From an optimization exercise on the open Yosys and OpenROAD flow, aimed at small area and a short achievable clock period; shortcuts taken in it are not production practice. In this exercise RTL edits were held to simulation tests only and were not proved equivalent to the original. No driver is modelled on the clock port, so clocking that relies on it looks cheaper here than on a real chip.

==> flow/design.v (outline; a module is shown in full before it is edited, if it fits) <==
// module ntt_add: 93 lines
// module ntt_sub: 101 lines
// module ntt_dbl: 57 lines
// module ntt_tmul1: 413 lines
// module ntt_red21: 119 lines
// module ntt_tmul4: 221 lines
// module ntt_red1: 61 lines
// module ntt_gmul0: 471 lines
// module ntt_gmul1: 177 lines
// module ntt_gmul2: 177 lines
// module ntt_table: 15 lines
// module FNTT_FINTT_8point: 148 lines
module FNTT_FINTT_8point(
  input        clock,
  input        reset,
  input  [7:0] io_inData_0,
  input  [7:0] io_inData_1,
  input  [7:0] io_inData_2,
  input  [7:0] io_inData_3,
  input  [7:0] io_inData_4,
  input  [7:0] io_inData_5,
  input  [7:0] io_inData_6,
  input  [7:0] io_inData_7,
  input  [7:0] io_omega_0,
  input  [7:0] io_omega_1,
  input  [7:0] io_omega_2,
  input  [7:0] io_omega_3,
  input  [7:0] io_mod,
  input  [7:0] io_invN,
  input        io_mode,
  output [7:0] io_outData_0,
  output [7:0] io_outData_1,
  output [7:0] io_outData_2,
  output [7:0] io_outData_3,
  output [7:0] io_outData_4,
  output [7:0] io_outData_5,
  output [7:0] io_outData_6,
  output [7:0] io_outData_7
);
  // ...
==> flow/flow/run.sh <==
#!/bin/bash
# Layout flow: the standard synthesis; then the inverters that Yosys left
# around full-adder cells are folded into the adders' polarity (flow/invopt.py,
# a full adder is self-dual); then the standard ORFS steps, with buf_2 port
# buffers and a buf_16 on the io_mode port (flow/mode_buf.tcl, before CTS).
# Each tool's output goes to its own log file in this folder.
set -euo pipefail
R=orfs/results/${FLOW_PLATFORM}/FNTT_FINTT_8point/base
bash standard.sh synth > synth.log 2>&1
cp "$R/1_2_yosys.v" 1_2_yosys_standard.v
if ! python3 flow/invopt.py 1_2_yosys_standard.v 1_2_yosys_invopt.v > invopt.log 2>&1; then
  cp 1_2_yosys_standard.v 1_2_yosys_invopt.v
fi
cp 1_2_yosys_invopt.v "$R/1_2_yosys.v"
touch "$R/1_2_yosys.v"
bash standard.sh 'BUFFER_PORTS_ARGS=-buffer_cell sky130_fd_sc_hd__buf_2' "PRE_CTS_TCL=$PWD/flow/mode_buf.tcl" finish > layout.log 2>&1
==> flow/flow/invopt.py <==
#!/usr/bin/env python3
"""Remove inverters around full-adder cells by flipping the adders' polarity.

A full adder is self-dual: FA(~a, ~b, ~c) = (~s, ~co).  The script collapses the
inverters of a flat gate-level netlist into (root net, polarity) requirements,
picks for each sky130 fa cell whether it computes on complemented values so that
as few roots as possible are needed in both polarities, and writes the netlist
back with one inverter per root that still needs its complement.
usage: invopt.py in.v out.v
"""
import re, sys, random

src = open(sys.argv[1]).read()
m = re.search(r'\bmodule\s+(\w+)', src)
head_end = src.index(';', m.end()) + 1
body = src[head_end:src.rindex('endmodule')]

inst_re = re.compile(r'(sky130_fd_sc_hd__\w+)\s+(\\?\S+)\s*\((.*?)\);', re.S)
pin_re = re.compile(r'\.(\w+)\(\s*(.*?)\s*\)\s*(?:,|$)', re.S)
decls, insts, assigns = [], [], []
pos = 0
for stmt in re.split(r';', body):
    s = stmt.strip()
    if not s:
        continue
    if s.startswith(('wire', 'input', 'output', 'reg')):
        decls.append(s + ' ;')
    elif s.startswith('assign'):
        assigns.append(s + ' ;')
    else:
        mm = re.match(r'(sky130_fd_sc_hd__\w+)\s+(\\?\S+)\s*\((.*)\)\s*$', s, re.S)
        if not mm:
            raise SystemExit('cannot parse: ' + s[:200])
        pins = dict((p, n.strip()) for p, n in re.findall(r'\.(\w+)\(\s*([^()]*?)\s*\)', mm.group(3)))
        insts.append([mm.group(1), mm.group(2), pins])

OUTPINS = {'X', 'Y', 'Q', 'Q_N', 'SUM', 'COUT', 'HI', 'LO'}
isinv = lambda t: re.match(r'sky130_fd_sc_hd__(inv|clkinv)_\d+$', t) is not None
isfa = lambda t: re.match(r'sky130_fd_sc_hd__fa_\d+$', t) is not None

inv_of = {}          # inverter output net -> input net
for t, n, p in insts:
    if isinv(t):
        inv_of[p['Y']] = p['A']
keep = set()
for a in assigns:
    keep.update(re.findall(r'[\\\w\[\]\.$]+', a.split('=', 1)[1]))
    keep.update(re.findall(r'[\\\w\[\]\.$]+', a.split('=', 1)[0].replace('assign', '')))
ports = set()
for d in decls:
    if d.startswith(('input', 'output')):
        mm = re.match(r'(input|output)\s*(\[(\d+):(\d+)\])?\s*(\S+)\s*;', d)
        nm = mm.group(5)
        if mm.group(2):
            hi, lo = int(mm.group(3)), int(mm.group(4))
            for i in range(min(hi, lo), max(hi, lo) + 1):
                ports.add('%s[%d]' % (nm, i))
        else:
            ports.add(nm)

def root(net):
    pol = 0
    while net in inv_of and net not in ports:
        net = inv_of[net]; pol ^= 1
    return net, pol

# consumers: (root, pol, fa_index or None)
fa_idx = [i for i, (t, n, p) in enumerate(insts) if isfa(t)]
fa_pos = {i: k for k, i in enumerate(fa_idx)}
uses = {}            # root -> list of (pol, fa k or -1)
drv_fa = {}          # root net -> fa k
for i, (t, n, p) in enumerate(insts):
    if isinv(t):
        continue
    for pin, net in p.items():
        if pin in OUTPINS:
            if isfa(t):
                drv_fa[net] = fa_pos[i]
            continue
        r, pol = root(net)
        uses.setdefault(r, []).append((pol, fa_pos[i] if isfa(t) else -1))
# ports and assign reads that are inverter outputs need their polarity too
for net in set(ports) | set(keep):
    r, pol = root(net)
    uses.setdefault(r, []).append((pol, -1))

flip = [0] * len(fa_idx)
fa_roots = [[] for _ in fa_idx]
for r, lst in uses.items():
    for pol, k in lst:
        if k >= 0 and r not in fa_roots[k]:
            fa_roots[k].append(r)
for r, k in drv_fa.items():
    if r not in fa_roots[k]:
        fa_roots[k].append(r)

def cost(r):
    have = flip[drv_fa[r]] if r in drv_fa else 0
    need = set((pol ^ (flip[k] if k >= 0 else 0)) for pol, k in uses.get(r, []))
    return 1 if (1 - have) in need else 0

total = sum(cost(r) for r in uses)
print('inverters before: %d, needed with no flips: %d' % (len(inv_of), total))
random.seed(1)
improved = True
it = 0
while improved and it < 50:
    improved = False; it += 1
    order = list(range(len(fa_idx))); random.shuffle(order)
    for k in order:
        rs = fa_roots[k]
        before = sum(cost(r) for r in rs)
        flip[k] ^= 1
        after = sum(cost(r) for r in rs)
        if after < before:
            improved = True
        elif after == before and random.random() < 0.3:
            pass
        else:
            flip[k] ^= 1
total = sum(cost(r) for r in uses)
print('needed after flips: %d (%d flipped)' % (total, sum(flip)))

# rebuild
comp = {}
newinsts = []
cnt = [0]
def complement(r):
    if r not in comp:
        cnt[0] += 1
        comp[r] = 'ipo_n%d' % cnt[0]
        newinsts.append(('sky130_fd_sc_hd__inv_1', 'ipo_i%d' % cnt[0], {'A': r, 'Y': comp[r]}))
    return comp[r]

def source(r, want):
    """net carrying root r's true value xor want"""
    have = flip[drv_fa[r]] if r in drv_fa else 0
    return r if have == want else complement(r)

def esc(x):
    return x + ' ' if x.startswith('\\') else x

out = []
for i, (t, n, p) in enumerate(insts):
    if isinv(t):
        y = p['Y']
        if y in ports or y in keep:
            r, pol = root(y)
            # drive the kept net from the right polarity with a buffer-free inverter
            have = flip[drv_fa[r]] if r in drv_fa else 0
            if have == pol:
                raise SystemExit('kept inverter output would need a buffer: %s' % y)
            out.append((t, n, {'A': r, 'Y': y}))
        continue
    q = dict(p)
    f = flip[fa_pos[i]] if isfa(t) else 0
    for pin, net in p.items():
        if pin in OUTPINS:
            continue
        r, pol = root(net)
        q[pin] = source(r, pol ^ f)
    out.append((t, n, q))
out += newinsts
used = set()
for t, n, p in out:
    used.update(p.values())
L = [src[:head_end]]
for d in decls:
    L.append('  ' + d)
for nm in sorted(comp.values()):
    L.append('  wire %s;' % nm)
for t, n, p in out:
    L.append('  %s %s (%s);' % (t, esc(n), ', '.join('.%s(%s)' % (a, esc(b)) for a, b in p.items())))
for a in assigns:
    L.append('  ' + a)
L.append('endmodule')
open(sys.argv[2], 'w').write('\n'.join(L) + '\n')
print('inverters after: %d' % sum(1 for t, n, p in out if isinv(t)))
==> flow/flow/mode_buf.tcl <==
# io_mode selects all 64 output multiplexers in the same cycle; drive that net
# from a strong port buffer instead of the small one buffer_ports put there.
set block [ord::get_db_block]
set net [[$block findBTerm io_mode] getNet]
foreach it [$net getITerms] {
  set inst [$it getInst]
  if {[string match sky130_fd_sc_hd__buf_* [[$inst getMaster] getName]]} {
    puts "mode_buf.tcl: [$inst getName] -> sky130_fd_sc_hd__buf_16"
    replace_cell [$inst getName] sky130_fd_sc_hd__buf_16
  }
}
==> flow/standard.sh <==
#!/bin/bash
# synth_recipe.tcl (not shown) runs the flow's synth.tcl, then flattens the netlist and writes it again
# the make line also repeats each setting of config.mk as NAME=value (left out here)
make -C /OpenROAD-flow-scripts/flow DESIGN_CONFIG=/design/flow/config.mk WORK_HOME=/design/flow/orfs CLKGATE_MAP_FILE= SYNTH_SCRIPT=/design/flow/synth_recipe.tcl "${@:-finish}"
==> flow/config.mk <==
export PLATFORM = sky130hd
export DESIGN_NAME = FNTT_FINTT_8point
export DESIGN_NICKNAME = FNTT_FINTT_8point
export VERILOG_FILES = /design/flow/design.v
export SDC_FILE = /design/flow/constraint.sdc
export NUM_CORES = 4
export LEC_CHECK = 0
export CAP_MARGIN = 20
export CORE_MARGIN = 2
export CORE_UTILIZATION = 40
export CTS_CLUSTER_DIAMETER = 120
export CTS_CLUSTER_SIZE = 20
export SLEW_MARGIN = 20
==> flow/constraint.sdc <==
create_clock -name core_clock -period 36.0 [get_ports {clock}]
set_input_delay 7.2000 -clock core_clock [delete_from_list [all_inputs] [get_ports {clock}]]
set_output_delay 7.2000 -clock core_clock [all_outputs]
set_load 0.01 [all_outputs]
==> flow_summary_export.csv, run 1 <==
group,metric,value,unit
status,status,"no timing/DRC/antenna violations",
final_layout,clk_share,2.15,%
synthesis,syn_avg_cell_area,11.4,µm²
critical_path,cp.required,28.80,ns
drt,wl_met2,98.1,mm
critical_path,crit_path_cell_trace,"buf_16 > buf_4 > mux2_2 > buf_2",
global_routing,gr-max-usage-layer,"met2",
critical_path,regToRegStartpoint,"m[1]",
timing,fin_worst_skew,0.0375,ns
final_layout,multi_input_area_share,63.7,%
timing,rsz0062_at_grt,"no",
place,gp_congestion,0.935,
hold_path,min_to,"qe0a[1]",
critical_path,critPathBufInv,3,
final_layout,final_common_cell,"fa_1",
final_layout,nClkBuffers,64,
drt,highest_layer,"met5",
critical_path,crit_cells,4,
final_layout,syn2layout_area_growth,6.88,%
final_layout,fin_cells,8887,
floorplan,taps,2370,
final_layout,seq_area,19200,µm²
synthesis,synth_cells,6439,
critical_path,reg2reg_depth,42,
drt,drc,0,
drt,wirelength,206,mm
hold_path,worstHoldStart,"d4[1]",
job,cap_violations,0,
critical_path,reg2reg_slack,23.01,ns
floorplan,ios,179,
==> module ntt_gmul0, before the edit <==
module ntt_gmul0(input [7:0] a, input [7:0] b, input [7:0] mn, output [13:0] r);
  wire n0;
  wire n1;
  wire n2;
  wire n3;
  wire n4;
  wire n5;
  wire n6;
  wire n7;
  wire n8;
  wire n9;
  wire n10;
  wire n11;
  wire n12;
  wire n13;
  wire n14;
  wire n15;
  wire n16;
  wire n17;
  wire n18;
  wire n19;
  wire n20;
  wire n21;
  wire n22;
  wire n23;
  wire n24;
  wire n25;
  wire n26;
  wire n27;
  wire n28;
  wire n29;
  wire n30;
  wire n31;
  wire n32;
  wire n33;
  wire n34;
  wire n35;
  wire n36;
  wire n37;
  wire n38;
  wire n39;
  wire n40;
  wire n41;
  wire n42;
  wire n43;
  wire n44;
  wire n45;
  wire n46;
  wire n47;
  wire n48;
  wire n49;
  wire n50;
  wire n51;
  wire n52;
  wire n53;
  wire n54;
  wire n55;
  wire n56;
  wire n57;
  wire n58;
  wire n59;
  wire n60;
  wire n61;
  wire n62;
  wire n63;
  wire n64;
  wire n65;
  wire n66;
  wire n67;
  wire n68;
  wire n69;
  wire n70;
  wire n71;
  wire n72;
  wire n73;
  wire n74;
  wire n75;
  wire n76;
  wire n77;
  wire n78;
  wire n79;
  wire n80;
  wire n81;
  wire n82;
  wire n83;
  wire n84;
  wire n85;
  wire n86;
  wire n87;
  wire n88;
  wire n89;
  wire n90;
  wire n91;
  wire n92;
  wire n93;
  wire n94;
  wire n95;
  wire n96;
  wire n97;
  wire n98;
  wire n99;
  wire n100;
  wire n101;
  wire n102;
  wire n103;
  wire n104;
  wire n105;
  wire n106;
  wire n107;
  wire n108;
  wire n109;
  wire n110;
  wire n111;
  wire n112;
  wire n113;
  wire n114;
  wire n115;
  wire n116;
  wire n117;
  wire n118;
  wire n119;
  wire n120;
  wire n121;
  wire n122;
  wire n123;
  wire n124;
  wire n125;
  wire n126;
  wire n127;
  wire n128;
  wire n129;
  wire n130;
  wire n131;
  wire n132;
  wire n133;
  wire n134;
  wire n135;
  wire n136;
  wire n137;
  wire n138;
  wire n139;
  wire n140;
  wire n141;
  wire n142;
  wire n143;
  wire n144;
  wire n145;
  wire n146;
  wire n147;
  wire n148;
  wire n149;
  wire n150;
  wire n151;
  wire n152;
  wire n153;
  wire n154;
  wire n155;
  wire n156;
  wire n157;
  wire n158;
  wire n159;
  wire n160;
  wire n161;
  wire n162;
  wire n163;
  wire n164;
  wire n165;
  wire n166;
  wire n167;
  wire n168;
  wire n169;
  wire n170;
  wire n171;
  wire n172;
  wire n173;
  wire n174;
  wire n175;
  wire n176;
  wire n177;
  wire n178;
  wire n179;
  wire n180;
  wire n181;
  wire n182;
  wire n183;
  wire n184;
  wire n185;
  wire n186;
  wire n187;
  wire n188;
  wire n189;
  wire n190;
  wire n191;
  wire n192;
  wire n193;
  wire n194;
  wire n195;
  wire n196;
  wire n197;
  wire n198;
  wire n199;
  wire n200;
  wire n201;
  wire n202;
  wire n203;
  wire n204;
  wire n205;
  wire n206;
  wire n207;
  wire n208;
  wire n209;
  wire n210;
  wire n211;
  wire n212;
  wire n213;
  wire n214;
  wire n215;
  wire n216;
  wire n217;
  wire n218;
  wire n219;
  wire n220;
  wire n221;
  wire n222;
  wire n223;
  wire n224;
  wire n225;
  wire n226;
  wire n227;
  wire n228;
  wire n229;
  wire n230;
  wire n231;
  wire n232;
  wire n233;
  assign n0 = a[0] & b[0];
  assign n1 = a[0] & b[1];
  assign n2 = a[0] & b[2];
  assign n3 = a[0] & b[3];
  assign n4 = a[0] & b[4];
  assign n5 = a[0] & b[5];
  assign n6 = a[0] & b[6];
  assign n7 = a[0] & b[7];
  assign n8 = a[1] & b[0];
  assign n9 = a[1] & b[1];
  assign n10 = a[1] & b[2];
  assign n11 = a[1] & b[3];
  assign n12 = a[1] & b[4];
  assign n13 = a[1] & b[5];
  assign n14 = a[1] & b[6];
  assign n15 = a[1] & b[7];
  assign n16 = a[2] & b[0];
  assign n17 = a[2] & b[1];
  assign n18 = a[2] & b[2];
  assign n19 = a[2] & b[3];
  assign n20 = a[2] & b[4];
  assign n21 = a[2] & b[5];
  assign n22 = a[2] & b[6];
  assign n23 = a[2] & b[7];
  assign n24 = a[3] & b[0];
  assign n25 = a[3] & b[1];
  assign n26 = a[3] & b[2];
  assign n27 = a[3] & b[3];
  assign n28 = a[3] & b[4];
  assign n29 = a[3] & b[5];
  assign n30 = a[3] & b[6];
  assign n31 = a[3] & b[7];
  assign n32 = a[4] & b[0];
  assign n33 = a[4] & b[1];
  assign n34 = a[4] & b[2];
  assign n35 = a[4] & b[3];
  assign n36 = a[4] & b[4];
  assign n37 = a[4] & b[5];
  assign n38 = a[4] & b[6];
  assign n39 = a[4] & b[7];
  assign n40 = a[5] & b[0];
  assign n41 = a[5] & b[1];
  assign n42 = a[5] & b[2];
  assign n43 = a[5] & b[3];
  assign n44 = a[5] & b[4];
  assign n45 = a[5] & b[5];
  assign n46 = a[5] & b[6];
  assign n47 = a[5] & b[7];
  assign n48 = a[6] & b[0];
  assign n49 = a[6] & b[1];
  assign n50 = a[6] & b[2];
  assign n51 = a[6] & b[3];
  assign n52 = a[6] & b[4];
  assign n53 = a[6] & b[5];
  assign n54 = a[6] & b[6];
  assign n55 = a[6] & b[7];
  assign n56 = a[7] & b[0];
  assign n57 = a[7] & b[1];
  assign n58 = a[7] & b[2];
  assign n59 = a[7] & b[3];
  assign n60 = a[7] & b[4];
  assign n61 = a[7] & b[5];
  assign n62 = a[7] & b[6];
  assign n63 = a[7] & b[7];
  assign n64 = n2 ^ n9 ^ n16;
  assign n65 = (n2 & n9) | (n2 & n16) | (n9 & n16);
  assign n66 = n3 ^ n10 ^ n17;
  assign n67 = (n3 & n10) | (n3 & n17) | (n10 & n17);
  assign n68 = n24 ^ n65 ^ n66;
  assign n69 = (n24 & n65) | (n24 & n66) | (n65 & n66);
  assign n70 = n4 ^ n11 ^ n18;
  assign n71 = (n4 & n11) | (n4 & n18) | (n11 & n18);
  assign n72 = n25 ^ n32 ^ n67;
  assign n73 = (n25 & n32) | (n25 & n67) | (n32 & n67);
  assign n74 = n70 ^ n69 ^ n72;
  assign n75 = (n70 & n69) | (n70 & n72) | (n69 & n72);
  assign n76 = n5 ^ n12 ^ n19;
  assign n77 = (n5 & n12) | (n5 & n19) | (n12 & n19);
  assign n78 = n26 ^ n33 ^ n40;
  assign n79 = (n26 & n33) | (n26 & n40) | (n33 & n40);
  assign n80 = n71 ^ n76 ^ n78;
  assign n81 = (n71 & n76) | (n71 & n78) | (n76 & n78);
  assign n82 = n73 ^ n80 ^ n75;
  assign n83 = (n73 & n80) | (n73 & n75) | (n80 & n75);
  assign n84 = n6 ^ n13 ^ n20;
  assign n85 = (n6 & n13) | (n6 & n20) | (n13 & n20);
  assign n86 = n27 ^ n34 ^ n41;
  assign n87 = (n27 & n34) | (n27 & n41) | (n34 & n41);
  assign n88 = n48 ^ n77 ^ n79;
  assign n89 = (n48 & n77) | (n48 & n79) | (n77 & n79);
  assign n90 = n84 ^ n86 ^ n81;
  assign n91 = (n84 & n86) | (n84 & n81) | (n86 & n81);
  assign n92 = n88 ^ n90 ^ n83;
  assign n93 = (n88 & n90) | (n88 & n83) | (n90 & n83);
  assign n94 = n7 ^ n14 ^ n21;
  assign n95 = (n7 & n14) | (n7 & n21) | (n14 & n21);
  assign n96 = n28 ^ n35 ^ n42;
  assign n97 = (n28 & n35) | (n28 & n42) | (n35 & n42);
  assign n98 = n49 ^ n56 ^ n85;
  assign n99 = (n49 & n56) | (n49 & n85) | (n56 & n85);
  assign n100 = n87 ^ n94 ^ n96;
  assign n101 = (n87 & n94) | (n87 & n96) | (n94 & n96);
  assign n102 = n89 ^ n98 ^ n100;
  assign n103 = (n89 & n98) | (n89 & n100) | (n98 & n100);
  assign n104 = n91 ^ n102 ^ n93;
  assign n105 = (n91 & n102) | (n91 & n93) | (n102 & n93);
  assign n106 = n15 ^ n22 ^ n29;
  assign n107 = (n15 & n22) | (n15 & n29) | (n22 & n29);
  assign n108 = n36 ^ n43 ^ n50;
  assign n109 = (n36 & n43) | (n36 & n50) | (n43 & n50);
  assign n110 = n57 ^ n95 ^ n97;
  assign n111 = (n57 & n95) | (n57 & n97) | (n95 & n97);
  assign n112 = n106 ^ n108 ^ n99;
  assign n113 = (n106 & n108) | (n106 & n99) | (n108 & n99);
  assign n114 = n101 ^ n110 ^ n103;
  assign n115 = (n101 & n110) | (n101 & n103) | (n110 & n103);
  assign n116 = n112 ^ n114 ^ n105;
  assign n117 = (n112 & n114) | (n112 & n105) | (n114 & n105);
  assign n118 = n23 ^ n30 ^ n37;
  assign n119 = (n23 & n30) | (n23 & n37) | (n30 & n37);
  assign n120 = n44 ^ n51 ^ n58;
  assign n121 = (n44 & n51) | (n44 & n58) | (n51 & n58);
  assign n122 = n107 ^ n109 ^ n118;
  assign n123 = (n107 & n109) | (n107 & n118) | (n109 & n118);
  assign n124 = n120 ^ n111 ^ n122;
  assign n125 = (n120 & n111) | (n120 & n122) | (n111 & n122);
  assign n126 = n113 ^ n124 ^ n115;
  assign n127 = (n113 & n124) | (n113 & n115) | (n124 & n115);
  assign n128 = n31 ^ n38 ^ n45;
  assign n129 = (n31 & n38) | (n31 & n45) | (n38 & n45);
  assign n130 = n52 ^ n59 ^ n119;
  assign n131 = (n52 & n59) | (n52 & n119) | (n59 & n119);
  assign n132 = n121 ^ n128 ^ n123;
  assign n133 = (n121 & n128) | (n121 & n123) | (n128 & n123);
  assign n134 = n130 ^ n125 ^ n132;
  assign n135 = (n130 & n125) | (n130 & n132) | (n125 & n132);
  assign n136 = n39 ^ n46 ^ n53;
  assign n137 = (n39 & n46) | (n39 & n53) | (n46 & n53);
  assign n138 = n60 ^ n129 ^ n136;
  assign n139 = (n60 & n129) | (n60 & n136) | (n129 & n136);
  assign n140 = n131 ^ n138 ^ n133;
  assign n141 = (n131 & n138) | (n131 & n133) | (n138 & n133);
  assign n142 = n47 ^ n54 ^ n61;
  assign n143 = (n47 & n54) | (n47 & n61) | (n54 & n61);
  assign n144 = n137 ^ n142 ^ n139;
  assign n145 = (n137 & n142) | (n137 & n139) | (n142 & n139);
  assign n146 = n55 ^ n62 ^ n143;
  assign n147 = (n55 & n62) | (n55 & n143) | (n62 & n143);
  assign n148 = n1 ^ n8;
  assign n149 = n1 & n8;
  assign n150 = n64 ^ n149;
  assign n151 = n64 & n149;
  assign n152 = n68 ^ n151;
  assign n153 = n68 & n151;
  assign n154 = n74 ^ n153;
  assign n155 = n74 & n153;
  assign n156 = n82 ^ n155;
  assign n157 = n82 & n155;
  assign n158 = n92 ^ n157;
  assign n159 = n92 & n157;
  assign n160 = n104 ^ n159;
  assign n161 = n104 & n159;
  assign n162 = n116 ^ n161;
  assign n163 = n116 & n161;
  assign n164 = n117 ^ n126 ^ n163;
  assign n165 = (n117 & n126) | (n117 & n163) | (n126 & n163);
  assign n166 = n127 ^ n134 ^ n165;
  assign n167 = (n127 & n134) | (n127 & n165) | (n134 & n165);
  assign n168 = n135 ^ n140 ^ n167;
  assign n169 = (n135 & n140) | (n135 & n167) | (n140 & n167);
  assign n170 = n141 ^ n144 ^ n169;
  assign n171 = (n141 & n144) | (n141 & n169) | (n144 & n169);
  assign n172 = n145 ^ n146 ^ n171;
  assign n173 = (n145 & n146) | (n145 & n171) | (n146 & n171);
  assign n174 = n63 ^ n147 ^ n173;
  assign n175 = (n63 & n147) | (n63 & n173) | (n147 & n173);
  assign n176 = n160 ^ mn[0];
  assign n177 = ~n176;
  assign n178 = n160 | mn[0];
  assign n179 = n162 ^ mn[1] ^ n178;
  assign n180 = (n162 & mn[1]) | (n162 & n178) | (mn[1] & n178);
  assign n181 = n164 ^ mn[2] ^ n180;
  assign n182 = (n164 & mn[2]) | (n164 & n180) | (mn[2] & n180);
  assign n183 = n166 ^ mn[3] ^ n182;
  assign n184 = (n166 & mn[3]) | (n166 & n182) | (mn[3] & n182);
  assign n185 = n168 ^ mn[4] ^ n184;
  assign n186 = (n168 & mn[4]) | (n168 & n184) | (mn[4] & n184);
  assign n187 = n170 ^ mn[5] ^ n186;
  assign n188 = (n170 & mn[5]) | (n170 & n186) | (mn[5] & n186);
  assign n189 = n172 ^ mn[6] ^ n188;
  assign n190 = (n172 & mn[6]) | (n172 & n188) | (mn[6] & n188);
  assign n191 = n174 ^ mn[7] ^ n190;
  assign n192 = (n174 & mn[7]) | (n174 & n190) | (mn[7] & n190);
  assign n193 = n175 ^ n192;
  assign n194 = ~n193;
  assign n195 = n175 | n192;
  assign n196 = n195 ? n177 : n160;
  assign n197 = n195 ? n179 : n162;
  assign n198 = n195 ? n181 : n164;
  assign n199 = n195 ? n183 : n166;
  assign n200 = n195 ? n185 : n168;
  assign n201 = n195 ? n187 : n170;
  assign n202 = n195 ? n189 : n172;
  assign n203 = n195 ? n191 : n174;
  assign n204 = n195 ? n194 : n175;
  assign n205 = n158 ^ mn[0];
  assign n206 = ~n205;
  assign n207 = n158 | mn[0];
  assign n208 = n196 ^ mn[1] ^ n207;
  assign n209 = (n196 & mn[1]) | (n196 & n207) | (mn[1] & n207);
  assign n210 = n197 ^ mn[2] ^ n209;
  assign n211 = (n197 & mn[2]) | (n197 & n209) | (mn[2] & n209);
  assign n212 = n198 ^ mn[3] ^ n211;
  assign n213 = (n198 & mn[3]) | (n198 & n211) | (mn[3] & n211);
  assign n214 = n199 ^ mn[4] ^ n213;
  assign n215 = (n199 & mn[4]) | (n199 & n213) | (mn[4] & n213);
  assign n216 = n200 ^ mn[5] ^ n215;
  assign n217 = (n200 & mn[5]) | (n200 & n215) | (mn[5] & n215);
  assign n218 = n201 ^ mn[6] ^ n217;
  assign n219 = (n201 & mn[6]) | (n201 & n217) | (mn[6] & n217);
  assign n220 = n202 ^ mn[7] ^ n219;
  assign n221 = (n202 & mn[7]) | (n202 & n219) | (mn[7] & n219);
  assign n222 = n203 ^ n221;
  assign n223 = ~n222;
  assign n224 = n203 | n221;
  assign n225 = n224 ? n206 : n158;
  assign n226 = n224 ? n208 : n196;
  assign n227 = n224 ? n210 : n197;
  assign n228 = n224 ? n212 : n198;
  assign n229 = n224 ? n214 : n199;
  assign n230 = n224 ? n216 : n200;
  assign n231 = n224 ? n218 : n201;
  assign n232 = n224 ? n220 : n202;
  assign n233 = n224 ? n223 : n203;
  assign r = {n232, n231, n230, n229, n228, n227, n226, n225, n156, n154, n152, n150, n148, n0};
endmodule
==> module FNTT_FINTT_8point, before the edit <==
module FNTT_FINTT_8point(
  input        clock,
  input        reset,
  input  [7:0] io_inData_0,
  input  [7:0] io_inData_1,
  input  [7:0] io_inData_2,
  input  [7:0] io_inData_3,
  input  [7:0] io_inData_4,
  input  [7:0] io_inData_5,
  input  [7:0] io_inData_6,
  input  [7:0] io_inData_7,
  input  [7:0] io_omega_0,
  input  [7:0] io_omega_1,
  input  [7:0] io_omega_2,
  input  [7:0] io_omega_3,
  input  [7:0] io_mod,
  input  [7:0] io_invN,
  input        io_mode,
  output [7:0] io_outData_0,
  output [7:0] io_outData_1,
  output [7:0] io_outData_2,
  output [7:0] io_outData_3,
  output [7:0] io_outData_4,
  output [7:0] io_outData_5,
  output [7:0] io_outData_6,
  output [7:0] io_outData_7
);
  reg [7:0] m;
  always @(posedge clock) m <= io_mod;
  wire [7:0] mn = ~m;
  wire [7:0] mn_in = ~io_mod;
  wire [63:0] wo0, wo2, ws;
  ntt_table tb0(.clock(clock), .u(io_omega_0), .mn(mn), .w(wo0));
  ntt_table tb2(.clock(clock), .u(io_omega_2), .mn(mn), .w(wo2));
  ntt_table tbs(.clock(clock), .u(io_invN),    .mn(mn), .w(ws));
  reg [7:0] o1, o3;
  always @(posedge clock) begin o1 <= io_omega_1; o3 <= io_omega_3; end
  wire [31:0] ws3w;
  reg  [31:0] ws3;
  ntt_add s30(.a(ws[7:0]),   .b(ws[15:8]),  .mn(mn), .r(ws3w[7:0]));
  ntt_add s31(.a(ws[23:16]), .b(ws[31:24]), .mn(mn), .r(ws3w[15:8]));
  ntt_add s32(.a(ws[39:32]), .b(ws[47:40]), .mn(mn), .r(ws3w[23:16]));
  ntt_add s33(.a(ws[55:48]), .b(ws[63:56]), .mn(mn), .r(ws3w[31:24]));
  always @(posedge clock) ws3 <= ws3w;
  wire [7:0] pe0a, pe1a, pf0a, pf1a, pe0b, pe1b, pf0b, pf1b;
  ntt_add p0(.a(io_inData_0), .b(io_inData_4), .mn(mn_in),  .r(pe0a));
  ntt_sub p1(.a(io_inData_0), .b(io_inData_4), .m(io_mod), .r(pe1a));
  ntt_add p2(.a(io_inData_2), .b(io_inData_6), .mn(mn_in),  .r(pf0a));
  ntt_sub p3(.a(io_inData_2), .b(io_inData_6), .m(io_mod), .r(pf1a));
  ntt_add p4(.a(io_inData_1), .b(io_inData_5), .mn(mn_in),  .r(pe0b));
  ntt_sub p5(.a(io_inData_1), .b(io_inData_5), .m(io_mod), .r(pe1b));
  ntt_add p6(.a(io_inData_3), .b(io_inData_7), .mn(mn_in),  .r(pf0b));
  ntt_sub p7(.a(io_inData_3), .b(io_inData_7), .m(io_mod), .r(pf1b));
  reg [63:0] d1, d2, d3, d4;
  always @(posedge clock) begin
    d1 <= {pf1b, pf0b, pe1b, pe0b, pf1a, pf0a, pe1a, pe0a};
    d2 <= d1; d3 <= d2; d4 <= d3;
  end
  wire [9:0] q2a, q3a, q2b, q3b;
  ntt_tmul1 qa2(.f(d4[23:16]), .w(wo0), .mn(mn), .r(q2a));
  ntt_tmul1 qa3(.f(d4[31:24]), .w(wo2), .mn(mn), .r(q3a));
  ntt_tmul1 qb2(.f(d4[55:48]), .w(wo0), .mn(mn), .r(q2b));
  ntt_tmul1 qb3(.f(d4[63:56]), .w(wo2), .mn(mn), .r(q3b));
  reg [7:0] qe0a, qe1a, qe0b, qe1b;
  reg [9:0] qt2a, qt3a, qt2b, qt3b;
  always @(posedge clock) begin
    qe0a <= d4[7:0];   qe1a <= d4[15:8];  qe0b <= d4[39:32]; qe1b <= d4[47:40];
    qt2a <= q2a; qt3a <= q3a; qt2b <= q2b; qt3b <= q3b;
  end
  wire [7:0] t2a, t3a, t2b, t3b;
  ntt_red21 ra2(.v(qt2a), .mn(mn), .r(t2a));
  ntt_red21 ra3(.v(qt3a), .mn(mn), .r(t3a));
  ntt_red21 rb2(.v(qt2b), .mn(mn), .r(t2b));
  ntt_red21 rb3(.v(qt3b), .mn(mn), .r(t3b));
  wire [7:0] a0, a1, a2, a3, b0, b1, b2, b3;
  ntt_add ua0(.a(qe0a), .b(t2a), .mn(mn), .r(a0));
  ntt_add ua1(.a(qe1a), .b(t3a), .mn(mn), .r(a1));
  ntt_sub ua2(.a(qe0a), .b(t2a), .m(m),   .r(a2));
  ntt_sub ua3(.a(qe1a), .b(t3a), .m(m),   .r(a3));
  ntt_add ub0(.a(qe0b), .b(t2b), .mn(mn), .r(b0));
  ntt_add ub1(.a(qe1b), .b(t3b), .mn(mn), .r(b1));
  ntt_sub ub2(.a(qe0b), .b(t2b), .m(m),   .r(b2));
  ntt_sub ub3(.a(qe1b), .b(t3b), .m(m),   .r(b3));
  reg [63:0] ab;
  always @(posedge clock) ab <= {b3, b2, b1, b0, a3, a2, a1, a0};
  reg [31:0] aa7, aa8, aa9;
  reg [15:0] bb7, bb8;
  always @(posedge clock) begin
    aa7 <= ab[31:0]; aa8 <= aa7; aa9 <= aa8;
    bb7 <= {ab[55:48], ab[39:32]}; bb8 <= bb7;
  end
  wire [9:0] f0w, f2w;
  ntt_tmul1 fm0(.f(bb8[7:0]),  .w(wo0), .mn(mn), .r(f0w));
  ntt_tmul1 fm2(.f(bb8[15:8]), .w(wo2), .mn(mn), .r(f2w));
  reg [9:0] fp0, fp2;
  always @(posedge clock) begin fp0 <= f0w; fp2 <= f2w; end
  wire [7:0] g0, g2;
  ntt_red21 rf0(.v(fp0), .mn(mn), .r(g0));
  ntt_red21 rf2(.v(fp2), .mn(mn), .r(g2));
  wire [13:0] h1a, h3a;
  wire [10:0] h1b, h3b;
  wire [7:0]  h1c, h3c;
  reg  [13:0] k1a, k3a;
  reg  [10:0] k1b, k3b;
  reg  [7:0]  g1, g3;
  ntt_gmul0 gm1(.a(ab[47:40]), .b(o1), .mn(mn), .r(h1a));
  ntt_gmul0 gm3(.a(ab[63:56]), .b(o3), .mn(mn), .r(h3a));
  ntt_gmul1 gn1(.v(k1a), .mn(mn), .r(h1b));
  ntt_gmul1 gn3(.v(k3a), .mn(mn), .r(h3b));
  ntt_gmul2 go1(.v(k1b), .mn(mn), .r(h1c));
  ntt_gmul2 go3(.v(k3b), .mn(mn), .r(h3c));
  always @(posedge clock) begin
    k1a <= h1a; k3a <= h3a; k1b <= h1b; k3b <= h3b; g1 <= h1c; g3 <= h3c;
  end
  wire [7:0] y0, y1, y2, y3, y4, y5, y6, y7;
  ntt_add v0(.a(aa9[7:0]),   .b(g0), .mn(mn), .r(y0));
  ntt_add v1(.a(aa9[15:8]),  .b(g1), .mn(mn), .r(y1));
  ntt_add v2(.a(aa9[23:16]), .b(g2), .mn(mn), .r(y2));
  ntt_add v3(.a(aa9[31:24]), .b(g3), .mn(mn), .r(y3));
  ntt_sub v4(.a(aa9[7:0]),   .b(g0), .m(m),   .r(y4));
  ntt_sub v5(.a(aa9[15:8]),  .b(g1), .m(m),   .r(y5));
  ntt_sub v6(.a(aa9[23:16]), .b(g2), .m(m),   .r(y6));
  ntt_sub v7(.a(aa9[31:24]), .b(g3), .m(m),   .r(y7));
  reg [63:0] tr;    
  always @(posedge clock) tr <= {y7, y6, y5, y4, y3, y2, y1, y0};
  genvar k;
  wire [71:0] sp;
  reg  [71:0] sr;
  generate for (k = 0; k < 8; k = k + 1) begin : sc
    ntt_tmul4 sm(.f(tr[8*k+7:8*k]), .w(ws), .w3(ws3), .mn(mn), .r(sp[9*k+8:9*k]));
  end endgenerate
  always @(posedge clock) sr <= sp;
  wire [63:0] sv;
  generate for (k = 0; k < 8; k = k + 1) begin : sd
    ntt_red1 sr1(.v(sr[9*k+8:9*k]), .mn(mn), .r(sv[8*k+7:8*k]));
  end endgenerate
  reg [63:0] so;    
  always @(posedge clock) so <= sv;
  wire [63:0] y = io_mode ? tr : so;
  assign io_outData_0 = y[7:0];
  assign io_outData_1 = y[15:8];
  assign io_outData_2 = y[23:16];
  assign io_outData_3 = y[31:24];
  assign io_outData_4 = y[39:32];
  assign io_outData_5 = y[47:40];
  assign io_outData_6 = y[55:48];
  assign io_outData_7 = y[63:56];
endmodule
==> run 2, diff against run 1 <==
--- a/flow/design.v
+++ b/flow/design.v
@@ -1299,4 +1299,23 @@
   wire n232;
   wire n233;
+  wire n234;
+  wire n235;
+  wire n236;
+  wire n237;
+  wire n238;
+  wire n239;
+  wire n240;
+  wire n241;
+  wire n242;
+  wire n243;
+  wire n244;
+  wire n245;
+  wire n246;
+  wire n247;
+  wire n248;
+  wire n249;
+  wire n250;
+  wire n251;
+  wire n252;
   assign n0 = a[0] & b[0];
   assign n1 = a[0] & b[1];
@@ -1461,77 +1480,96 @@
   assign n160 = n104 ^ n159;
   assign n161 = n104 & n159;
-  assign n162 = n116 ^ n161;
-  assign n163 = n116 & n161;
-  assign n164 = n117 ^ n126 ^ n163;
-  assign n165 = (n117 & n126) | (n117 & n163) | (n126 & n163);
-  assign n166 = n127 ^ n134 ^ n165;
-  assign n167 = (n127 & n134) | (n127 & n165) | (n134 & n165);
-  assign n168 = n135 ^ n140 ^ n167;
-  assign n169 = (n135 & n140) | (n135 & n167) | (n140 & n167);
-  assign n170 = n141 ^ n144 ^ n169;
-  assign n171 = (n141 & n144) | (n141 & n169) | (n144 & n169);
-  assign n172 = n145 ^ n146 ^ n171;
-  assign n173 = (n145 & n146) | (n145 & n171) | (n146 & n171);
-  assign n174 = n63 ^ n147 ^ n173;
-  assign n175 = (n63 & n147) | (n63 & n173) | (n147 & n173);
-  assign n176 = n160 ^ mn[0];
-  assign n177 = ~n176;
-  assign n178 = n160 | mn[0];
-  assign n179 = n162 ^ mn[1] ^ n178;
-  assign n180 = (n162 & mn[1]) | (n162 & n178) | (mn[1] & n178);
-  assign n181 = n164 ^ mn[2] ^ n180;
-  assign n182 = (n164 & mn[2]) | (n164 & n180) | (mn[2] & n180);
-  assign n183 = n166 ^ mn[3] ^ n182;
-  assign n184 = (n166 & mn[3]) | (n166 & n182) | (mn[3] & n182);
-  assign n185 = n168 ^ mn[4] ^ n184;
-  assign n186 = (n168 & mn[4]) | (n168 & n184) | (mn[4] & n184);
-  assign n187 = n170 ^ mn[5] ^ n186;
-  assign n188 = (n170 & mn[5]) | (n170 & n186) | (mn[5] & n186);
-  assign n189 = n172 ^ mn[6] ^ n188;
-  assign n190 = (n172 & mn[6]) | (n172 & n188) | (mn[6] & n188);
-  assign n191 = n174 ^ mn[7] ^ n190;
-  assign n192 = (n174 & mn[7]) | (n174 & n190) | (mn[7] & n190);
-  assign n193 = n175 ^ n192;
-  assign n194 = ~n193;
-  assign n195 = n175 | n192;
-  assign n196 = n195 ? n177 : n160;
-  assign n197 = n195 ? n179 : n162;
-  assign n198 = n195 ? n181 : n164;
-  assign n199 = n195 ? n183 : n166;
-  assign n200 = n195 ? n185 : n168;
-  assign n201 = n195 ? n187 : n170;
-  assign n202 = n195 ? n189 : n172;
-  assign n203 = n195 ? n191 : n174;
-  assign n204 = n195 ? n194 : n175;
-  assign n205 = n158 ^ mn[0];
-  assign n206 = ~n205;
-  assign n207 = n158 | mn[0];
-  assign n208 = n196 ^ mn[1] ^ n207;
-  assign n209 = (n196 & mn[1]) | (n196 & n207) | (mn[1] & n207);
-  assign n210 = n197 ^ mn[2] ^ n209;
-  assign n211 = (n197 & mn[2]) | (n197 & n209) | (mn[2] & n209);
-  assign n212 = n198 ^ mn[3] ^ n211;
-  assign n213 = (n198 & mn[3]) | (n198 & n211) | (mn[3] & n211);
-  assign n214 = n199 ^ mn[4] ^ n213;
-  assign n215 = (n199 & mn[4]) | (n199 & n213) | (mn[4] & n213);
-  assign n216 = n200 ^ mn[5] ^ n215;
-  assign n217 = (n200 & mn[5]) | (n200 & n215) | (mn[5] & n215);
-  assign n218 = n201 ^ mn[6] ^ n217;
-  assign n219 = (n201 & mn[6]) | (n201 & n217) | (mn[6] & n217);
-  assign n220 = n202 ^ mn[7] ^ n219;
-  assign n221 = (n202 & mn[7]) | (n202 & n219) | (mn[7] & n219);
-  assign n222 = n203 ^ n221;
-  assign n223 = ~n222;
-  assign n224 = n203 | n221;
-  assign n225 = n224 ? n206 : n158;
-  assign n226 = n224 ? n208 : n196;
-  assign n227 = n224 ? n210 : n197;
-  assign n228 = n224 ? n212 : n198;
-  assign n229 = n224 ? n214 : n199;
-  assign n230 = n224 ? n216 : n200;
-  assign n231 = n224 ? n218 : n201;
-  assign n232 = n224 ? n220 : n202;
-  assign n233 = n224 ? n223 : n203;
-  assign r = {n232, n231, n230, n229, n228, n227, n226, n225, n156, n154, n152, n150, n148, n0};
+  assign n162 = n117 ^ n126;
+  assign n163 = n117 & n126;
+  assign n164 = n127 ^ n134 ^ n163;
+  assign n165 = (n127 & n134) | (n127 & n163) | (n134 & n163);
+  assign n166 = n135 ^ n140 ^ n165;
+  assign n167 = (n135 & n140) | (n135 & n165) | (n140 & n165);
+  assign n168 = n141 ^ n144 ^ n167;
+  assign n169 = (n141 & n144) | (n141 & n167) | (n144 & n167);
+  assign n170 = n145 ^ n146 ^ n169;
+  assign n171 = (n145 & n146) | (n145 & n169) | (n146 & n169);
+  assign n172 = n63 ^ n147 ^ n171;
+  assign n173 = (n63 & n147) | (n63 & n171) | (n147 & n171);
+  assign n174 = ~n116;
+  assign n175 = n117 ^ n126 ^ n116;
+  assign n176 = (n117 & n126) | (n117 & n116) | (n126 & n116);
+  assign n177 = n127 ^ n134 ^ n176;
+  assign n178 = (n127 & n134) | (n127 & n176) | (n134 & n176);
+  assign n179 = n135 ^ n140 ^ n178;
+  assign n180 = (n135 & n140) | (n135 & n178) | (n140 & n178);
+  assign n181 = n141 ^ n144 ^ n180;
+  assign n182 = (n141 & n144) | (n141 & n180) | (n144 & n180);
+  assign n183 = n145 ^ n146 ^ n182;
+  assign n184 = (n145 & n146) | (n145 & n182) | (n146 & n182);
+  assign n185 = n63 ^ n147 ^ n184;
+  assign n186 = (n63 & n147) | (n63 & n184) | (n147 & n184);
+  assign n187 = n161 ? n174 : n116;
+  assign n188 = n161 ? n175 : n162;
+  assign n189 = n161 ? n177 : n164;
+  assign n190 = n161 ? n179 : n166;
+  assign n191 = n161 ? n181 : n168;
+  assign n192 = n161 ? n183 : n170;
+  assign n193 = n161 ? n185 : n172;
+  assign n194 = n161 ? n186 : n173;
+  assign n195 = n160 ^ mn[0];
+  assign n196 = ~n195;
+  assign n197 = n160 | mn[0];
+  assign n198 = n187 ^ mn[1] ^ n197;
+  assign n199 = (n187 & mn[1]) | (n187 & n197) | (mn[1] & n197);
+  assign n200 = n188 ^ mn[2] ^ n199;
+  assign n201 = (n188 & mn[2]) | (n188 & n199) | (mn[2] & n199);
+  assign n202 = n189 ^ mn[3] ^ n201;
+  assign n203 = (n189 & mn[3]) | (n189 & n201) | (mn[3] & n201);
+  assign n204 = n190 ^ mn[4] ^ n203;
+  assign n205 = (n190 & mn[4]) | (n190 & n203) | (mn[4] & n203);
+  assign n206 = n191 ^ mn[5] ^ n205;
+  assign n207 = (n191 & mn[5]) | (n191 & n205) | (mn[5] & n205);
+  assign n208 = n192 ^ mn[6] ^ n207;
+  assign n209 = (n192 & mn[6]) | (n192 & n207) | (mn[6] & n207);
+  assign n210 = n193 ^ mn[7] ^ n209;
+  assign n211 = (n193 & mn[7]) | (n193 & n209) | (mn[7] & n209);
+  assign n212 = n194 ^ n211;
+  assign n213 = ~n212;
+  assign n214 = n194 | n211;
+  assign n215 = n214 ? n196 : n160;
+  assign n216 = n214 ? n198 : n187;
+  assign n217 = n214 ? n200 : n188;
+  assign n218 = n214 ? n202 : n189;
+  assign n219 = n214 ? n204 : n190;
+  assign n220 = n214 ? n206 : n191;
+  assign n221 = n214 ? n208 : n192;
+  assign n222 = n214 ? n210 : n193;
+  assign n223 = n214 ? n213 : n194;
+  assign n224 = n158 ^ mn[0];
+  assign n225 = ~n224;
+  assign n226 = n158 | mn[0];
+  assign n227 = n215 ^ mn[1] ^ n226;
+  assign n228 = (n215 & mn[1]) | (n215 & n226) | (mn[1] & n226);
+  assign n229 = n216 ^ mn[2] ^ n228;
+  assign n230 = (n216 & mn[2]) | (n216 & n228) | (mn[2] & n228);
+  assign n231 = n217 ^ mn[3] ^ n230;
+  assign n232 = (n217 & mn[3]) | (n217 & n230) | (mn[3] & n230);
+  assign n233 = n218 ^ mn[4] ^ n232;
+  assign n234 = (n218 & mn[4]) | (n218 & n232) | (mn[4] & n232);
+  assign n235 = n219 ^ mn[5] ^ n234;
+  assign n236 = (n219 & mn[5]) | (n219 & n234) | (mn[5] & n234);
+  assign n237 = n220 ^ mn[6] ^ n236;
+  assign n238 = (n220 & mn[6]) | (n220 & n236) | (mn[6] & n236);
+  assign n239 = n221 ^ mn[7] ^ n238;
+  assign n240 = (n221 & mn[7]) | (n221 & n238) | (mn[7] & n238);
+  assign n241 = n222 ^ n240;
+  assign n242 = ~n241;
+  assign n243 = n222 | n240;
+  assign n244 = n243 ? n225 : n158;
+  assign n245 = n243 ? n227 : n215;
+  assign n246 = n243 ? n229 : n216;
+  assign n247 = n243 ? n231 : n217;
+  assign n248 = n243 ? n233 : n218;
+  assign n249 = n243 ? n235 : n219;
+  assign n250 = n243 ? n237 : n220;
+  assign n251 = n243 ? n239 : n221;
+  assign n252 = n243 ? n242 : n222;
+  assign r = {n251, n250, n249, n248, n247, n246, n245, n244, n156, n154, n152, n150, n148, n0};
 endmodule
 module ntt_gmul1(input [13:0] v, input [7:0] mn, output [10:0] r);
@@ -1904,4 +1942,28 @@
   assign w = {d7, t6, d5, t4, d3, t2, d1, t0};
 endmodule
+module ntt_table4(input clock, input [7:0] u, input [7:0] mn_in, input [7:0] mn,
+                  output [63:0] w, output [31:0] w3);
+  reg [7:0] t0, t2, t4, t6;
+  reg [31:0] r3;
+  wire [7:0] e1, e2, d1, d3, d4, d5, d6, d7;
+  wire [31:0] s3;
+  ntt_dbl g0(.x(u),  .mn(mn_in), .r(e1));
+  ntt_dbl g1(.x(e1), .mn(mn_in), .r(e2));
+  ntt_dbl g2(.x(t0), .mn(mn), .r(d1));
+  ntt_dbl g3(.x(t2), .mn(mn), .r(d3));
+  ntt_dbl g4(.x(d3), .mn(mn), .r(d4));
+  ntt_dbl g5(.x(t4), .mn(mn), .r(d5));
+  ntt_dbl g6(.x(d5), .mn(mn), .r(d6));
+  ntt_dbl g7(.x(t6), .mn(mn), .r(d7));
+  ntt_add a0(.a(t0), .b(d1), .mn(mn), .r(s3[7:0]));
+  ntt_add a1(.a(t2), .b(d3), .mn(mn), .r(s3[15:8]));
+  ntt_add a2(.a(t4), .b(d5), .mn(mn), .r(s3[23:16]));
+  ntt_add a3(.a(t6), .b(d7), .mn(mn), .r(s3[31:24]));
+  always @(posedge clock) begin
+    t0 <= u; t2 <= e2; t4 <= d4; t6 <= d6; r3 <= s3;
+  end
+  assign w = {d7, t6, d5, t4, d3, t2, d1, t0};
+  assign w3 = r3;
+endmodule
 module FNTT_FINTT_8point(
   input        clock,
@@ -1967,6 +2029,6 @@
   ntt_tmul1 qb2(.f(d4[55:48]), .w(wo0), .mn(mn), .r(q2b));
   ntt_tmul1 qb3(.f(d4[63:56]), .w(wo2), .mn(mn), .r(q3b));
-  reg [7:0] qe0a, qe1a, qe0b, qe1b;
   reg [9:0] qt2a, qt3a, qt2b, qt3b;
+  reg [7:0] qe0a, qe1a, qe0b, qe1b;
   always @(posedge clock) begin
     qe0a <= d4[7:0];   qe1a <= d4[15:8];  qe0b <= d4[39:32]; qe1b <= d4[47:40];
--- a/flow/flow/run.sh
+++ b/flow/flow/run.sh
@@ -3,5 +3,5 @@
 # around full-adder cells are folded into the adders' polarity (flow/invopt.py,
 # a full adder is self-dual); then the standard ORFS steps, with buf_2 port
-# buffers and a buf_16 on the io_mode port (flow/mode_buf.tcl, before CTS).
+# buffers and buf_16 buffers on the io_mode net (flow/mode_buf.tcl, before CTS).
 # Each tool's output goes to its own log file in this folder.
 set -euo pipefail
==> flow/flow/mode_buf.tcl (replaced) <==
# io_mode selects all 64 output multiplexers in the same cycle; drive that net
# from strong buffers: every buffer between the io_mode port and the
# multiplexers becomes a buf_16.
set block [ord::get_db_block]
set nets [list [[$block findBTerm io_mode] getNet]]
set seen {}
while {[llength $nets]} {
  set net [lindex $nets 0]
  set nets [lrange $nets 1 end]
  foreach it [$net getITerms] {
    if {![$it isInputSignal]} continue
    set inst [$it getInst]
    set name [$inst getName]
    set m [[$inst getMaster] getName]
    if {![regexp {^sky130_fd_sc_hd__(clk)?buf_[0-9]+$} $m] || [lsearch $seen $name] >= 0} continue
    lappend seen $name
    if {$m ne "sky130_fd_sc_hd__buf_16"} {
      puts "mode_buf.tcl: $name $m -> sky130_fd_sc_hd__buf_16"
      replace_cell $name sky130_fd_sc_hd__buf_16
    }
    foreach ot [$inst getITerms] {
      if {[$ot isOutputSignal] && [$ot getNet] ne "NULL"} { lappend nets [$ot getNet] }
    }
  }
}
==> flow_summary_export.csv, run 2 <==
group,metric,value,unit
final_layout,layout-drive-gt1-share,11.6,%
floorplan,die_w,431,µm
synthesis,synth_warnings,2,
critical_path,arrival,8.26,ns
floorplan,placementRows,156,
floorplan,fp.dieH,431,µm
timing,setup_viol,0,
synthesis,syn_area,72900,µm²
timing,finalCriticalPeriod,15.46,ns
timing,rsz0062_at_grt,"no",
critical_path,crit_type,"input pin to primary output",
critical_path,worstPathMaxFanout,64,
final_layout,finalNetCount,8219,
status,status,"no timing/DRC/antenna violations",
cts,cts_tree,"yes",
cts,cts_buffers,58,
drt,drt-pass1-iter-count,6,
timing,final.setup.worst_slack,20.54,ns
drt,wl_per_cell,23.3,µm
drt,drt_iter0_drc,3532,
critical_path,cp-end-kind,"primary output",
timing,timing.final.crit_share,42.9,%
global_routing,grt.overflow.total,0,
final_layout,largest_reg_flops,72,
floorplan,core_area,181000,µm²
global_routing,gr-usage-all-layers,22.7,%
cts,post_cts_resize_count,0,
global_routing,grt_pass1_vias,48800,
cts,cts_sinks,958,
place,pre_cts_ws,20.11,ns
cts,cts_hold_buf,0,
place,port_buffers,177,
timing,whs,0.309,ns
critical_path,cp.required,28.80,ns
synthesis,synth_cells,6423,
final_layout,fillers,16800,
synthesis,synth_fp_nets,8167,
drt,wirelength,207,mm
final_layout,fin_area,78000,µm²
job,cap_violations,0,
drt,num_vias,46000,
drt,drc,0,
critical_path,worstSetupStartpointType,"input pin",
final_layout,final_common_cell,"fa_1",
timing,fin_setup_tns,0,ns
global_routing,antenna_found_initial,16,
drt,via_per_inst,5.18,
timing,fmax,64.7,MHz
hold_path,hp-class,"flop to flop",
place,placed_area,76200,µm²
timing,drv_slew,0,
cts,clkTransAtPathRegs,0.09,ns
global_routing,grt_max_degree,65,
drt,ant_nets,0,
timing,hold_violations,0,
floorplan,start_util,40.3,%
timing,tightest_slew,1.25,ns
timing,fin_worst_skew,0.0246,ns
global_routing,grt_pass1_wl,312,mm
floorplan,dieArea,186000,µm²
final_layout,final_cell_mix,"fa_1 (1409), dfxtp_1 (950), inv_1 (833), nand2_1 (534), mux2_2 (405)",
place,gp_congestion,0.934,
floorplan,ios,179,
place,detailed_place_hpwl,157,mm
synthesis,syn_avg_cell_area,11.3,µm²
timing,relSlewSlack,16.7,%
final_layout,regMostFlops,"sr",
final_layout,syn2layout_area_growth,7.08,%
cts,cts_setup_buffers,0,
cts,insertion_delay,0.74,ns
-- run 2: metal layers --
metal / GRT usage (%) / wire length, µm / up-vias
li1: - / - / 20400
met1: 29.8 / 85500 / 23600
met2: 37.4 / 98000 / 1577
met3: 4.79 / 15200 / 360
met4: 7.71 / 7910 / 20
met5: 0.182 / 166 / -
-- run 2: area by class of cell --
cell class / instances / area (µm²) / area share (%)
Timing Repair Buffer: 213 / 1240 / 1.58
Tap cell: 2370 / 2970 / 3.80
Inverter: 841 / 3190 / 4.09
Sequential cell: 958 / 19200 / 24.6
Clock inverter: 13 / 234 / 0.300
Clock buffer: 66 / 1520 / 1.95
Antenna cell: 5 / 12.5 / 0.0160
Multi-Input combinational cell: 4403 / 49700 / 63.6
-- run 2: worst paths after layout --
path,start,endpoint,slack [ns],depth (start not counted)
setup / recovery,io_mode,io_outData_7[1],20.54,4
hold / removal,d3[58],d4[58],0.31,0
setup reg to reg,m[1],ab[42],23.01,41
hold reg to reg,d3[58],d4[58],0.31,0
-- run 2: per-stage QoR --
step                      instances  utilization, %
after global routing           8868            43.1
after CTS                      8864            43.1
final                          8869            43.1
after global placement         8785            42.1
after floorplan                6423               -
after detailed placement       8785            42.1
-- run 2: critical path, cell delays in order --
cell and delay (ns):
buf_16 0.08, buf_16 0.28, mux2_2 0.46, buf_2 0.17
==> run 3, diff against run 2 <==
--- a/flow/flow/run.sh
+++ b/flow/flow/run.sh
@@ -2,5 +2,6 @@
 # Layout flow: the standard synthesis; then the inverters that Yosys left
 # around full-adder cells are folded into the adders' polarity (flow/invopt.py,
-# a full adder is self-dual); then the standard ORFS steps, with buf_2 port
+# a full adder is self-dual), and the io_mode output multiplexers are rebuilt
+# as NAND-NAND logic (flow/outmux.py); then the standard ORFS steps, with buf_2 port
 # buffers and buf_16 buffers on the io_mode net (flow/mode_buf.tcl, before CTS).
 # Each tool's output goes to its own log file in this folder.
@@ -12,5 +13,8 @@
   cp 1_2_yosys_standard.v 1_2_yosys_invopt.v
 fi
-cp 1_2_yosys_invopt.v "$R/1_2_yosys.v"
+if ! python3 flow/outmux.py 1_2_yosys_invopt.v 1_2_yosys_outmux.v > outmux.log 2>&1; then
+  cp 1_2_yosys_invopt.v 1_2_yosys_outmux.v
+fi
+cp 1_2_yosys_outmux.v "$R/1_2_yosys.v"
 touch "$R/1_2_yosys.v"
 bash standard.sh 'BUFFER_PORTS_ARGS=-buffer_cell sky130_fd_sc_hd__buf_2' "PRE_CTS_TCL=$PWD/flow/mode_buf.tcl" finish > layout.log 2>&1
==> flow/flow/mode_buf.tcl (replaced) <==
# io_mode selects all 64 output multiplexers in the same cycle; drive that net
# from strong cells: every buffer between the io_mode port and the output
# logic becomes a buf_16, every inverter an inv_8.
set block [ord::get_db_block]
set nets [list [[$block findBTerm io_mode] getNet]]
set seen {}
while {[llength $nets]} {
  set net [lindex $nets 0]
  set nets [lrange $nets 1 end]
  foreach it [$net getITerms] {
    if {![$it isInputSignal]} continue
    set inst [$it getInst]
    set name [$inst getName]
    set m [[$inst getMaster] getName]
    if {[lsearch $seen $name] >= 0} continue
    if {[regexp {^sky130_fd_sc_hd__(clk)?buf_[0-9]+$} $m]} {
      set to sky130_fd_sc_hd__buf_16
    } elseif {[regexp {^sky130_fd_sc_hd__(clk)?inv_[0-9]+$} $m]} {
      set to sky130_fd_sc_hd__inv_8
    } else {
      continue
    }
    lappend seen $name
    if {$m ne $to} {
      puts "mode_buf.tcl: $name $m -> $to"
      replace_cell $name $to
    }
    foreach ot [$inst getITerms] {
      if {[$ot isOutputSignal] && [$ot getNet] ne "NULL"} { lappend nets [$ot getNet] }
    }
  }
}
==> flow/flow/outmux.py (new file) <==
#!/usr/bin/env python3
"""Rebuild the output multiplexers that io_mode selects as NAND-NAND logic.

io_mode acts on the outputs in the same cycle, so io_mode -> output is the
longest path; a mux2's select-to-output delay is much larger than a NAND2's.
Each mux2 cell driving an output port, whose select comes (through buffers)
from io_mode, becomes  X = ~(~(A1 & m) & ~(A0 & ~m))  with m = io_mode and one
shared inverter for ~m.  Buffers left without loads are dropped.
usage: outmux.py in.v out.v
"""
import re, sys

src = open(sys.argv[1]).read()
head_end = src.index(';', re.search(r'\bmodule\s+\w+', src).end()) + 1
body = src[head_end:src.rindex('endmodule')]
decls, insts, assigns = [], [], []
for stmt in body.split(';'):
    s = stmt.strip()
    if not s:
        continue
    if s.startswith(('wire', 'input', 'output', 'reg')):
        decls.append(s + ' ;')
    elif s.startswith('assign'):
        assigns.append(s + ' ;')
    else:
        mm = re.match(r'(sky130_fd_sc_hd__\w+)\s+(\\?\S+)\s*\((.*)\)\s*$', s, re.S)
        if not mm:
            raise SystemExit('cannot parse: ' + s[:200])
        pins = dict((p, n.strip()) for p, n in re.findall(r'\.(\w+)\(\s*([^()]*?)\s*\)', mm.group(3)))
        insts.append([mm.group(1), mm.group(2), pins])

P = 'sky130_fd_sc_hd__'
outs = set()
for d in decls:
    mm = re.match(r'output\s*\[(\d+):(\d+)\]\s*(\S+)\s*;', d)
    if mm:
        for i in range(int(mm.group(2)), int(mm.group(1)) + 1):
            outs.add('%s[%d]' % (mm.group(3), i))
buf_of = {}
for t, n, p in insts:
    if re.match(P + r'(clk)?buf_\d+$', t):
        buf_of[p['X']] = p['A']

def root(net):
    while net in buf_of:
        net = buf_of[net]
    return net

new = []
done = 0
for t, n, p in insts:
    if re.match(P + r'mux2_\d+$', t) and p.get('X') in outs and root(p['S']) == 'io_mode':
        k = done
        done += 1
        new.append((P + 'nand2_1', 'omx_a%d' % k, {'A': p['A1'], 'B': 'io_mode', 'Y': 'omx_n1_%d' % k}))
        new.append((P + 'nand2_1', 'omx_b%d' % k, {'A': p['A0'], 'B': 'omx_modeb', 'Y': 'omx_n0_%d' % k}))
        new.append((P + 'nand2_1', 'omx_c%d' % k, {'A': 'omx_n1_%d' % k, 'B': 'omx_n0_%d' % k, 'Y': p['X']}))
    else:
        new.append((t, n, p))
if done:
    new.append((P + 'inv_1', 'omx_inv', {'A': 'io_mode', 'Y': 'omx_modeb'}))
# drop buffers without loads (repeat until none)
while True:
    used = set()
    for t, n, p in new:
        for pin, net in p.items():
            if pin not in ('X', 'Y', 'Q', 'SUM', 'COUT'):
                used.add(net)
    keep = [(t, n, p) for t, n, p in new
            if not (re.match(P + r'(clk)?buf_\d+$', t) and p['X'] not in used and p['X'] not in outs)]
    if len(keep) == len(new):
        break
    new = keep
print('output multiplexers rebuilt: %d' % done)

def esc(x):
    return x + ' ' if x.startswith('\\') else x

L = [src[:head_end]] + ['  ' + d for d in decls]
if done:
    L.append('  wire omx_modeb;')
    L += ['  wire omx_n1_%d;\n  wire omx_n0_%d;' % (k, k) for k in range(done)]
for t, n, p in new:
    L.append('  %s %s (%s);' % (t, esc(n), ', '.join('.%s(%s)' % (a, esc(b)) for a, b in p.items())))
L += ['  ' + a for a in assigns]
L.append('endmodule')
open(sys.argv[2], 'w').write('\n'.join(L) + '\n')
==> flow_summary_export.csv, run 3 <==
group,metric,value,unit
drt,wl_per_cell,22.9,µm
global_routing,gr-usage-all-layers,22.5,%
drt,drc,0,
final_layout,syn2layout_area_growth,7.15,%
critical_path,crit_top_cell,"buf_16",
drt,wirelength,206,mm
final_layout,final_common_cell,"fa_1",
final_layout,regMostFlops,"sr",
drt,num_vias,46800,
synthesis,synth_fp_nets,8289,
timing,fin_setup_tns,0,ns
floorplan,die_w,431,µm
critical_path,cp-end-kind,"primary output",
drt,ant_nets,0,
cts,cts_tree,"yes",
timing,setup_viol,0,
status,status,"no timing/DRC/antenna violations",
final_layout,largest_reg_flops,72,
critical_path,max_stage_delay,0.24,ns
critical_path,crit_type,"input pin to primary output",
final_layout,finalNetCount,8349,
cts,cts_hold_buf,0,
synthesis,syn_avg_cell_area,11.1,µm²
timing,fin_worst_skew,0.0477,ns
floorplan,ios,179,
synthesis,synth_warnings,2,
global_routing,antenna_found_initial,7,
critical_path,reg2reg_depth,35,
cts,clkTransAtPathRegs,0.08,ns
job,cap_violations,0,
synthesis,synth_cells,6545,
floorplan,core_area,181000,µm²
hold_path,min_path_cells,0,
critical_path,worstSetupStartpointType,"input pin",
cts,cts_sinks,958,
synthesis,syn_area,72800,µm²
critical_path,arrival,8.29,ns
floorplan,start_util,40.3,%
cts,post_cts_resize_count,0,
timing,tightest_slew,1.31,ns
timing,fmax,64.5,MHz
drt,drt-pass1-iter-count,7,
timing,final.setup.worst_slack,20.51,ns
critical_path,worstPathMaxFanout,64,
timing,relSlewSlack,12.7,%
critical_path,crit_path_cell_trace,"buf_16 > buf_16 > inv_8 > buf_16 > nand2_1 > nand2_1 > buf_2",
timing,rsz0062_at_grt,"no",
drt,via_per_inst,5.20,
critical_path,reg2reg_slack,22.75,ns
critical_path,cp.required,28.80,ns
place,pre_cts_ws,20.06,ns
global_routing,grt_max_degree,65,
floorplan,placementRows,156,
place,port_buffers,177,
floorplan,dieArea,186000,µm²
cts,cts_buffers,59,
global_routing,grt_pass1_vias,50100,
timing,whs,0.293,ns
final_layout,final_cell_mix,"fa_1 (1409), dfxtp_1 (950), inv_1 (833), nand2_1 (726), mux2_2 (341)",
place,detailed_place_hpwl,155,mm
place,gp_congestion,0.930,
global_routing,grt.overflow.total,0,
final_layout,layout-drive-gt1-share,10.4,%
cts,insertion_delay,0.75,ns
timing,hold_violations,0,
cts,cts_setup_buffers,0,
drt,drt_iter0_drc,4004,
floorplan,fp.dieH,431,µm
timing,finalCriticalPeriod,15.49,ns
critical_path,slowest_stage,"buf_16",
global_routing,grt_pass1_wl,310,mm
timing,timing.final.crit_share,43.0,%
hold_path,hp-class,"flop to flop",
timing,drv_slew,0,
[run 3: worst paths after layout]
| kind | from | end |
|---|---|---|
| setup / recovery | io_mode | io_outData_0[5] |
| hold / removal | d4[35] | qe0b[3] |
| setup reg to reg | m[2] | tr[16] |
| hold reg to reg | d4[35] | qe0b[3] |
[run 3: per-layer routing]
| metal | global-route usage (%) | wire (µm) |
|---|---|---|
| met4 | 9.12 | 10100 |
| met3 | 4.98 | 16600 |
| met1 | 29.0 | 83500 |
| met5 | 0.338 | 77 |
| met2 | 36.8 | 95500 |
[run 3: critical path: cells and delay by family]
| family | cells | cell delay [ns] |
|---|---|---|
| AND/OR/NAND/NOR | 2 | 0.23 |
| buffers and inverters | 5 | 0.75 |
[run 3: final cells by class]
class | count | area (µm²)
fillers | 17000 | 103000
multi-input cells | 4531 | 49700
flip-flops and latches | 958 | 19200
inverters | 842 | 3200
well taps | 2370 | 2970
clock buffers | 66 | 1520
repair buffers | 213 | 1260
clock inverters | 14 | 224
diodes | 4 | 10.0
[run 3: stage by stage]
stage	cells	area [µm²]	util, %
after floorplan	6545	72800	-
after global placement	8914	76200	42.1
after detailed placement	8914	76200	42.1
after CTS	8994	78000	43.1
after global routing	8995	78000	43.1
final	8998	78100	43.1

[re-timing with driven ports]
The flow's constraints put no driver on any port. The routed layouts listed below were extracted and timed again, unchanged, in two steps.
Step 1: set_driving_cell puts a clkbuf_16 on clock and a buf_2 on each other input, an assumption about the parent block.
Step 2 moves the port delays by t, midway between the first and last clock arrival at a register: inputs arrive t later, outputs are due t later. That takes back most of the time a late clock gives input paths.
Three values: no drivers, after step 1, after step 2; two values: the first two.
| run | t (ns) | slack for setup (ns) | clock arrival spread, ns | worst register clock-pin slew, ns |
|---|---|---|---|---|
| run 1 | 0.793 | 20.062 / 19.974 / 19.974 | 0.039 / 0.040 | 0.10 / 0.10 |
| run 2 | 0.812 | 20.539 / 20.450 / 20.450 | 0.030 / 0.030 | 0.10 / 0.10 |
| run 3 | 0.811 | 20.507 / 20.437 / 20.437 | 0.049 / 0.049 | 0.10 / 0.10 |
After both steps setup and hold are still met in every run listed. The setup slack of run 2, which loses most, moves by -0.089 ns with the drivers and by -0.089 ns with both steps.
